Source: an optimization exercise on an open RTL-to-GDS flow (aim: small area and a short achievable clock period). Production flows keep margins and buffers that such runs may drop. Power figures rest on the tool's default switching activity, not on a simulated workload.

job 3941:
Design lampFPU_FMA, start of the top module:
module lampFPU_FMA( clk,rst,
sign_op1_i,mant_op1_i,exp_op1_i,isZ_op1_i,isInf_op1_i, isSNAN_op1_i, isQNAN_op1_i,
sign_op2_i,mant_op2_i,exp_op2_i,isZ_op2_i,isInf_op2_i, isSNAN_op2_i, isQNAN_op2_i,
sign_op3_i,mant_op3_i,exp_op3_i,isInf_op3_i, isSNAN_op3_i, isQNAN_op3_i,
doFMU_i,is_mult_sub_i,is_add_sub_i,  
res_sign_o,res_mant_o, res_exp_o,
is_Overflow_o,is_Underflow_o,is_to_round_o,valid_o
);
For scale: about 1,600 cells after synthesis, roughly 83 flip-flops, ~95 I/O pins, about 0.0099 mm2 of cells after synthesis.
Settings: LEC_CHECK=0, ABC_AREA=1, CAP_MARGIN=20, CORE_MARGIN=2, CORE_UTILIZATION=40, SETUP_SLACK_MARGIN=3, SLEW_MARGIN=20; clock period 10.0 ns.
run.sh (not shown) runs the stock make flow with config.mk's settings and CLKGATE_MAP_FILE= SYNTH_SCRIPT=/design/flow/synth_recipe.tcl, a recipe that flattens the netlist after the stock synthesis.
## Diff of input files: job 2737 against job 3941
# job 3941
export LEC_CHECK = 0
export ABC_AREA = 1
export CAP_MARGIN = 20
export CORE_MARGIN = 2
export CORE_UTILIZATION = 40
export SETUP_SLACK_MARGIN = 3
export SLEW_MARGIN = 20
create_clock -name core_clock -period 10.0 [get_ports {clk}]
# job 2737
export LEC_CHECK = 0
export CAP_MARGIN = 20
export CORE_MARGIN = 2
export CORE_UTILIZATION = 65
export SETUP_SLACK_MARGIN = 3
export SLEW_MARGIN = 20
create_clock -name core_clock -period 10.0 [get_ports {clk}]
==> run notes <==
Looking at job 2737 and job 3941, the sequential share of layout area is a wash.
In the tables for job 2737 and job 3941, worst setup slack after placement reads higher with job 3941.
The final reports for job 2737 and job 3941 show area growth from synthesis to layout higher in the former.
Comparing core box area for job 2737 and job 3941, the bigger number came from job 3941.
In the flow results for job 2737 and job 3941, the total die area is larger on job 3941.
Compared with job 3941, job 2737 shows combinational gate power that has gone up by more than a quarter.
A path type of the worst setup path of register to register is what job 2737 shows, while primary input to register belongs to job 3941.
Job 2737 — arrival time at the worst endpoint 0.27 ns higher, job 3941 as reference
Total of cells resized after clock tree synthesis delta for job 2737 relative to job 3941: 21 higher
For job 1419, these inputs were changed with respect to job 2737:
# job 2737
export LEC_CHECK = 0
export CAP_MARGIN = 20
export CORE_MARGIN = 2
export CORE_UTILIZATION = 65
export SETUP_SLACK_MARGIN = 3
export SLEW_MARGIN = 20
create_clock -name core_clock -period 10.0 [get_ports {clk}]
# job 1419
export LEC_CHECK = 0
export CAP_MARGIN = 20
export CORE_MARGIN = 2
export CORE_UTILIZATION = 40
export SETUP_SLACK_MARGIN = 5
export SLEW_MARGIN = 20
create_clock -name core_clock -period 10.0 [get_ports {clk}]
Notes after the runs:
Per the comparison of job 1419 with job 2737, hold slack shows a reduction of 0.0035 ns, final period demand of the worst path shows a reduction of 0.64 ns, share of final layout cell area taken by clock buffers and inverters shows no meaningful change, arrival time of data at the critical path endpoint shows a reduction of 0.60 ns. The overall die area in job 1419 was higher than what job 2737 gave. Job 1419: global-route usage lower than job 2737. Where design area is concerned, job 2737 is better than job 1419.
The inputs of job 9634 differ from those of job 1419 as listed below.
# job 1419
export LEC_CHECK = 0
export CAP_MARGIN = 20
export CORE_MARGIN = 2
export CORE_UTILIZATION = 40
export SETUP_SLACK_MARGIN = 5
export SLEW_MARGIN = 20
create_clock -name core_clock -period 10.0 [get_ports {clk}]
# job 9634
export LEC_CHECK = 0
export ABC_AREA = 1
export CAP_MARGIN = 20
export CORE_MARGIN = 2
export CORE_UTILIZATION = 40
export SETUP_SLACK_MARGIN = 3
export SLEW_MARGIN = 20
create_clock -name core_clock -period 10.0 [get_ports {clk}]
==> flow/flow/run.sh (new file) <==
#!/bin/bash
# Standard layout, except that the port buffers are buf_1 cells instead of
# the delay-cell buffers buffer_ports picks by default. Every port still gets a buffer.
set -euo pipefail
bash standard.sh BUFFER_PORTS_ARGS="-buffer_cell sky130_fd_sc_hd__buf_1" finish > standard_make.log 2>&1
==> flow/standard.sh (new file) <==
#!/bin/bash
# synth_recipe.tcl (not shown) runs the flow's synth.tcl, then flattens the netlist and writes it again
# the make line also repeats each setting of config.mk as NAME=value (left out here)
make -C /OpenROAD-flow-scripts/flow DESIGN_CONFIG=/design/flow/config.mk WORK_HOME=/design/flow/orfs CLKGATE_MAP_FILE= SYNTH_SCRIPT=/design/flow/synth_recipe.tcl "${@:-finish}"
removed: flow/run.sh
## What came out
For final cell count, dividing the value from job 9634 by the value from job 1419 gives 1.13.
Looking at largest vdd supply drop across both flows, job 9634 is the stronger of the two, with job 1419 trailing.
Compared with job 1419, job 9634 shows a lower synthesis-to-layout area growth.
Compared to job 1419, job 9634 has clock skew 0.0099 ns lower.
Distinct cell type count after synthesis for job 9634: 22 down relative to job 1419
Looking at total power across both flows, job 9634 is the stronger of the two, with job 1419 trailing.
Job 1419 -> job 9634: insertion delay of the later-clocked pin in the worst-skew pair flat
Diff job 9634 and job 1419: share of cell area taken by flip-flops and latches higher in job 9634
[inputs] job 5107 vs job 9634
# job 9634
export LEC_CHECK = 0
export ABC_AREA = 1
export CAP_MARGIN = 20
export CORE_MARGIN = 2
export CORE_UTILIZATION = 40
export SETUP_SLACK_MARGIN = 3
export SLEW_MARGIN = 20
create_clock -name core_clock -period 10.0 [get_ports {clk}]
# job 5107
export LEC_CHECK = 0
export CAP_MARGIN = 20
export CORE_MARGIN = 2
export CORE_UTILIZATION = 40
export SLEW_MARGIN = 20
create_clock -name core_clock -period 10.0 [get_ports {clk}]
==> flow/run.sh (new file) <==
#!/bin/bash
# synth_recipe.tcl (not shown) runs the flow's synth.tcl, then flattens the netlist and writes it again
# the make line also repeats each setting of config.mk as NAME=value (left out here)
make -C /OpenROAD-flow-scripts/flow DESIGN_CONFIG=/design/flow/config.mk WORK_HOME=/design/flow/orfs CLKGATE_MAP_FILE= SYNTH_SCRIPT=/design/flow/synth_recipe.tcl finish
removed: flow/flow/run.sh
removed: flow/standard.sh
Results
Relative to job 9634, post-synthesis compound-gate area fraction has gone up in job 5107.
The net switching fraction of the power reported for job 5107 is smaller than that of job 9634 by 2.9 points.
Job 5107 vs job 9634: netlist area before placement down
For the pin count of the biggest net entering global routing, job 5107 came in about 28% higher than job 9634 did.
Against job 9634, job 5107 reports a worst setup timing slack at the placement stage that is lower.
Weighted congestion at the end of routability-driven global placement came out higher on job 5107 than on job 9634.
Between job 5107 and job 9634, the share of power burned in combinational logic is higher for job 5107.
Diff job 9634 -> job 5107: ratio of total power to cell area now larger; die area has decreased.
Job 5107 reports its standard cell with the maximum stage delay on the critical path as sky130_fd_sc_hd__nor4_1 while job 9634 reports sky130_fd_sc_hd__fa_1.
No run of this note included a check of the RTL's function; only the layout flow was run.

==> separate check: timing with driven ports <==
The flow's constraints put no driver on any port. The routed layouts listed below were extracted and timed again, unchanged, in two steps.
Step 1 (the two cells are an assumption about what drives the block):
set clk [get_ports {clk}]
set_driving_cell -lib_cell sky130_fd_sc_hd__clkbuf_16 $clk
set_driving_cell -lib_cell sky130_fd_sc_hd__buf_2 [delete_from_list [all_inputs] $clk]
Step 2 also shifts input and output timing later by t, the mid clock arrival at the registers, as if the neighbouring blocks saw the same clock.
Three values: ideal ports, drivers, drivers and shift; two values: the first two.
| run | t, ns | setup slack, ns | worst register clock-pin slew, ns | worst data-port slew with drivers (ns) | pins driven straight from the clock port |
|---|---|---|---|---|---|
| job 3941 | 0.388 | 3.484 / 3.501 / 3.113 | 0.06 / 0.06 | 0.05 | 1 |
| job 2737 | 0.383 | 3.154 / 3.154 / 2.990 | 0.07 / 0.07 | 0.05 | 1 |
| job 1419 | 0.399 | 3.791 / 3.791 / 3.791 | 0.08 / 0.08 | 0.06 | 1 |
| job 9634 | 0.390 | 3.542 / 3.564 / 3.174 | 0.06 / 0.06 | 0.04 | 1 |
| job 5107 | 0.393 | 1.293 / 1.293 / 1.293 | 0.07 / 0.07 | 0.06 | 1 |
After both steps setup and hold are still met in every run listed. The setup slack of job 3941, which loses most, moves by +0.017 ns with the drivers and by -0.371 ns with both steps.
